From an optimization exercise on the open Yosys and OpenROAD flow, aimed at small area and a short achievable clock period; shortcuts taken in it are not production practice. In this exercise RTL edits were held to simulation tests only and were not proved equivalent to the original. No activity file was given, so power comes from the tool's default toggle rates.

v19:
// conv
module conv (
input [4:0] stride,
input  conv_enable,
output reg [18:0] address1,
output [18:0] address2,
output reg [18:0] write_address,
output end_reach,
output reg full_conv_end, dot_sum_end,
input clk,
input reset,
input [9:0] w1 ,h1,w2,h2,
output reg [9:0] width, height
  );
reg [4:0]  sR;
reg [9:0]  K;         
reg        K1;        
reg        w2is1;     
reg [5:0]  h2m1;      
reg [6:0]  h2m1ms;    
reg [5:0]  CS;        
always @(posedge clk) begin
  sR     <= stride;
  K      <= w1 - w2 + 10'd1;
  K1     <= (w1 == w2);
  w2is1  <= (w2 == 10'd1);
  h2m1   <= h2[5:0] - 6'd1;
  h2m1ms <= {1'b0, h2[5:0]} - 7'd1 - {2'b0, stride};
  CS     <= h2[5:0] + 6'd1 - {1'b0, stride};
end
reg [5:0]  hc;              
reg [5:0]  vc;              
reg [9:0]  P;               
reg        Hz;              
reg        HL;              
reg [9:0]  RL;              
reg [9:0]  Vp1;             
reg [18:0] nxt_win;         
reg [18:0] nrb;             
reg [11:0] a2;              
assign end_reach = 1'b0;
assign address2 = {7'b0, a2};
wire        step    = conv_enable && !full_conv_end;
wire        wrap    = (hc == 6'd1);
wire        win_end = wrap && (vc == 6'd1);
wire        LC      = (P >= K);
wire        row_end = win_end && LC;
wire [18:0] wrap_val = address1 + {9'b0, K};
wire        cap     = wrap && Hz && (vc == CS);
wire [18:0] nrb_cur = cap ? wrap_val : nrb;
wire [18:0] a1_n    = row_end ? nrb_cur :
                      win_end ? nxt_win :
                      address1 + (wrap ? {9'b0, K} : 19'd1);
wire [9:0]  RL_d    = row_end ? {{3{h2m1ms[6]}}, h2m1ms} :
                      win_end ? {4'b0, h2m1} :
                      wrap    ? 10'h3ff : 10'd0;
wire [9:0]  RL_n    = RL + RL_d;
wire        Hz_n    = row_end || (Hz && !win_end);
wire        HL_n    = row_end ? K1 : win_end ? (P + 10'd1 == K) : HL;
wire        fce_n   = (RL_n == 10'd0) && wrap && Hz_n;
wire        hgt_n   = (RL_n == 10'd1) && HL_n && (wrap ? w2is1 : (hc == 6'd2));
wire [9:0]  Vp1_n   = row_end ? Vp1 + {5'b0, sR} : Vp1;
always @(posedge clk) begin
  if (reset) begin
    hc <= w2[5:0]; vc <= h2[5:0];
    P <= {5'b0, stride}; Hz <= 1'b1; HL <= (w1 == w2);
    RL <= h1; Vp1 <= 10'd1;
    nxt_win <= {14'b0, stride};
    address1 <= 0; a2 <= 0; write_address <= 0;
    dot_sum_end <= 0; full_conv_end <= 0;
    width <= 0; height <= 0;
  end else if (conv_enable) begin
  ...
clock: 11.0 ns
lec_check: 0
cap_margin: 20
core_margin: 2
core_utilization: 40
slew_margin: 20
standard.sh (not shown) runs the stock make flow with config.mk's settings and CLKGATE_MAP_FILE= SYNTH_SCRIPT=/design/flow/synth_recipe.tcl, a recipe that flattens the netlist after the stock synthesis.
==> flow/flow/run.sh <==
#!/bin/bash
set -euo pipefail
cd "$(dirname "$0")/.."
bash standard.sh SETUP_SLACK_MARGIN=8 finish > flow_make.log 2>&1
For v18, these inputs were changed with respect to v19:
- SETUP_SLACK_MARGIN: unset -> 5
==> flow/run.sh (new file) <==
#!/bin/bash
# synth_recipe.tcl (not shown) runs the flow's synth.tcl, then flattens the netlist and writes it again
# the make line also repeats each setting of config.mk as NAME=value (left out here)
make -C /OpenROAD-flow-scripts/flow DESIGN_CONFIG=/design/flow/config.mk WORK_HOME=/design/flow/orfs CLKGATE_MAP_FILE= SYNTH_SCRIPT=/design/flow/synth_recipe.tcl finish
removed: flow/flow/run.sh
removed: flow/standard.sh
Results
- Relative to v19, sequential share of layout area has increased by 5.7 points in v18.
- Worst relative slew slack: v18 vs v19 down 13 points
- DRC marker count from the first detailed-route iteration: v18 lower than v19
- Diff v19 -> v18 | maximum number of pins on one net before global-route repair | increase of about 70%
- For v19, the commonest non-fill, non-tap cell in the layout was sky130_fd_sc_hd__buf_4, unlike v18, where it was sky130_fd_sc_hd__dfxtp_1.
- The total power in v18 is 0.892 times that in v19.
- Final cell area: v18 below v19
- Sort v18 and v19 by total cell area at the placement stage, descending, and v19 comes first.
- v18 vs v19: non-clock buffer count down by more than half
- Looking at setup slack, v18 sits 980 ps lower than v19 does.
- Measured against each other, v18 and v19 differ in global-route total usage across every layer, the lower figure coming from v18.

---

conv, a different RTL version from the one above (not shown whole).
Size in the first run: about 1400 cells after synthesis, ~190 flip-flops, ~0.012 sq mm of cells after synthesis.
==> flow/config.mk <==
export PLATFORM = sky130hd
export DESIGN_NAME = conv
export DESIGN_NICKNAME = conv
export VERILOG_FILES = /design/flow/design.v
export SDC_FILE = /design/flow/constraint.sdc
export NUM_CORES = 4
export LEC_CHECK = 0
export CAP_MARGIN = 20
export CORE_MARGIN = 2
export CORE_UTILIZATION = 40
export SLEW_MARGIN = 20
==> flow/constraint.sdc <==
create_clock -name core_clock -period 11.0 [get_ports {clk}]
set_input_delay 2.2000 -clock core_clock [delete_from_list [all_inputs] [get_ports {clk}]]
set_output_delay 2.2000 -clock core_clock [all_outputs]
set_load 0.01 [all_outputs]
==> flow/flow/run.sh <==
#!/bin/bash
set -euo pipefail
cd "$(dirname "$0")/.."
bash standard.sh SETUP_SLACK_MARGIN=7.3 "BUFFER_PORTS_ARGS=-buffer_cell sky130_fd_sc_hd__buf_2" finish > flow_make.log 2>&1
Next try:
==> flow/flow/run.sh (replaced) <==
#!/bin/bash
set -euo pipefail
cd "$(dirname "$0")/.."
bash standard.sh SETUP_SLACK_MARGIN=7.6 "BUFFER_PORTS_ARGS=-buffer_cell sky130_fd_sc_hd__buf_2" CORE_UTILIZATION=50 finish > flow_make.log 2>&1
- power rose by 0.80%
- maximum frequency rose by 5.5%
- via count rose by 0.65%
- wire length fell by 1.5%
- critical path depth fell by 1
- cell area rose by about 1.5%
- final cell count fell by 4.9%
Next try:
==> flow/flow/run.sh (replaced) <==
#!/bin/bash
set -euo pipefail
cd "$(dirname "$0")/.."
bash standard.sh SETUP_SLACK_MARGIN=7.7 "BUFFER_PORTS_ARGS=-buffer_cell sky130_fd_sc_hd__buf_2" finish > flow_make.log 2>&1
What happened:
- The changed run produced a clean layout
- design area rose slightly
- wire length rises by a few percent
- count of clock-buffer cells in the layout went up by 3
- clock skew hardly moves
- die area climbs by a quarter to a third
- cell count climbs by a few percent
- utilization decreases by 11 points
- critical path depth goes up by 9
- fmax came out higher by a few percent
- setup slack gets better by 0.11 ns
Next try:
==> flow/flow/run.sh (replaced) <==
#!/bin/bash
set -euo pipefail
cd "$(dirname "$0")/.."
bash standard.sh SETUP_SLACK_MARGIN=7.6 "BUFFER_PORTS_ARGS=-buffer_cell sky130_fd_sc_hd__buf_2" finish > flow_make.log 2>&1
=> Clock skew barely changes. Non-clock buffer count goes down by 7. Via count is lower by 0.92%. Area after synthesis does not change. Die area stays the same. Sequential power barely changes. Worst setup slack gets worse by 0.059 ns.
Next try:
==> flow/flow/run.sh (replaced) <==
#!/bin/bash
set -euo pipefail
cd "$(dirname "$0")/.."
bash standard.sh SETUP_SLACK_MARGIN=7.95 "BUFFER_PORTS_ARGS=-buffer_cell sky130_fd_sc_hd__buf_2" finish > flow_make.log 2>&1
=> Global-route usage went up by 1.4 points. Total power rises by a few percent. Worst hold slack stays flat. Utilization rose by 6.0 points. Clock skew stays flat. Worst setup slack improves by 0.10 ns. Non-clock buffer count goes up by 79. Via count is higher by a few percent. Final cell count is higher by a few percent. Final area rises by roughly a tenth. Sequential cell count stays the same.

---

Another version of the RTL of conv (not shown whole).
Size: about 130 I/O pins, roughly 11000 um2 of cells after synthesis.
clock: 11.0 ns
lec_check: 0
cap_margin: 20
core_margin: 2
core_utilization: 40
slew_margin: 20
==> flow/flow/run.sh <==
#!/bin/bash
set -euo pipefail
cd "$(dirname "$0")/.."
bash standard.sh SETUP_SLACK_MARGIN=7.6 "BUFFER_PORTS_ARGS=-buffer_cell sky130_fd_sc_hd__buf_2" finish > flow_make.log 2>&1
Then changed:
==> flow/flow/run.sh (replaced) <==
#!/bin/bash
set -euo pipefail
cd "$(dirname "$0")/.."
bash standard.sh SETUP_SLACK_MARGIN=7.45 "BUFFER_PORTS_ARGS=-buffer_cell sky130_fd_sc_hd__buf_2" finish > flow_make.log 2>&1
- The changed run completed without violations
- design area goes down slightly
- global-route usage increases by 0.21 points
- total power drops slightly
- cell count came out lower slightly
- via count is about the same
- sequential share of layout area grows by 0.51 points
- combinational power came out lower slightly
- sequential power stays flat
Then changed:
==> flow/flow/run.sh (replaced) <==
#!/bin/bash
set -euo pipefail
cd "$(dirname "$0")/.."
bash standard.sh SETUP_SLACK_MARGIN=7.7 "BUFFER_PORTS_ARGS=-buffer_cell sky130_fd_sc_hd__buf_2" finish > flow_make.log 2>&1
Cell count climbs by 2.0%.
Final area goes up by 3.9%.
Combinational power is higher by 5.3%.

---

Another version of the RTL of conv (not shown whole).
Size in the first run: ~1400 cells after synthesis, about 190 flip-flops, ~12000 µm² of cells after synthesis.
==> flow/config.mk <==
export PLATFORM = sky130hd
export DESIGN_NAME = conv
export DESIGN_NICKNAME = conv
export VERILOG_FILES = /design/flow/design.v
export SDC_FILE = /design/flow/constraint.sdc
export NUM_CORES = 4
export LEC_CHECK = 0
export CAP_MARGIN = 20
export CORE_MARGIN = 2
export CORE_UTILIZATION = 40
export SLEW_MARGIN = 20
==> flow/constraint.sdc <==
create_clock -name core_clock -period 11.0 [get_ports {clk}]
set_input_delay 2.2000 -clock core_clock [delete_from_list [all_inputs] [get_ports {clk}]]
set_output_delay 2.2000 -clock core_clock [all_outputs]
set_load 0.01 [all_outputs]
==> flow/flow/run.sh <==
#!/bin/bash
set -euo pipefail
cd "$(dirname "$0")/.."
bash standard.sh SETUP_SLACK_MARGIN=8.2 finish > flow_make.log 2>&1
The first run produced a clean layout.
Then changed:
==> flow/flow/run.sh (replaced) <==
#!/bin/bash
set -euo pipefail
cd "$(dirname "$0")/.."
bash standard.sh SETUP_SLACK_MARGIN=7.8 "BUFFER_PORTS_ARGS=-buffer_cell sky130_fd_sc_hd__buf_2" CORE_UTILIZATION=65 finish > flow_make.log 2>&1
Effect: Setup slack is better by 0.097 ns; register-to-register slack loses 0.09 ns; global-route usage rises by 9.5 points; power falls by a few percent; routed wire length falls by roughly a tenth; synthesized cell count stays the same; die area is lower by well over a third; cell area went down by about a fifth; non-clock buffer count decreases by 115; clock-buffer cell count grows by 1.

==> separate check: timing with driven ports <==
The results above use ideal ports. As a check the final layouts listed here were re-extracted and re-timed, cells and wires unchanged.
Step 1: set_driving_cell puts a clkbuf_16 on clk and a buf_2 on each other input, an assumption about the parent block.
Step 2 moves the port delays by t, midway between the first and last clock arrival at a register: inputs arrive t later, outputs are due t later. That takes back most of the time a late clock gives input paths.
Slacks: no drivers / after step 1 / after step 2; pairs: no drivers / after step 1.
run	t (ns)	setup WS [ns]	clock arrival spread, ns
v19	0.485	6.416 / 6.416 / 6.416	0.013 / 0.013
v18	0.483	5.432 / 5.432 / 5.432	0.013 / 0.013
the first run of note 2	0.488	7.400 / 7.400 / 6.920	0.013 / 0.014
the second run of note 2	0.484	7.588 / 7.606 / 7.127	0.018 / 0.017
the third run of note 2	0.475	7.700 / 7.693 / 7.267	0.015 / 0.015
the fourth run of note 2	0.481	7.641 / 7.627 / 7.167	0.014 / 0.014
the fifth run of note 2	0.485	7.743 / 7.694 / 7.280	0.019 / 0.019
the first run of note 3	0.484	7.633 / 7.586 / 7.198	0.011 / 0.012
the second run of note 3	0.482	7.501 / 7.524 / 7.042	0.016 / 0.015
the third run of note 3	0.481	7.661 / 7.661 / 7.228	0.014 / 0.015
the first run of note 4	0.491	7.453 / 7.438 / 6.947	0.014 / 0.014
the second run of note 4	0.493	7.550 / 7.532 / 7.039	0.014 / 0.014
After both steps setup and hold are still met in every run listed. The setup slack of the second run of note 4, which loses most, moves by -0.018 ns with the drivers and by -0.511 ns with both steps.
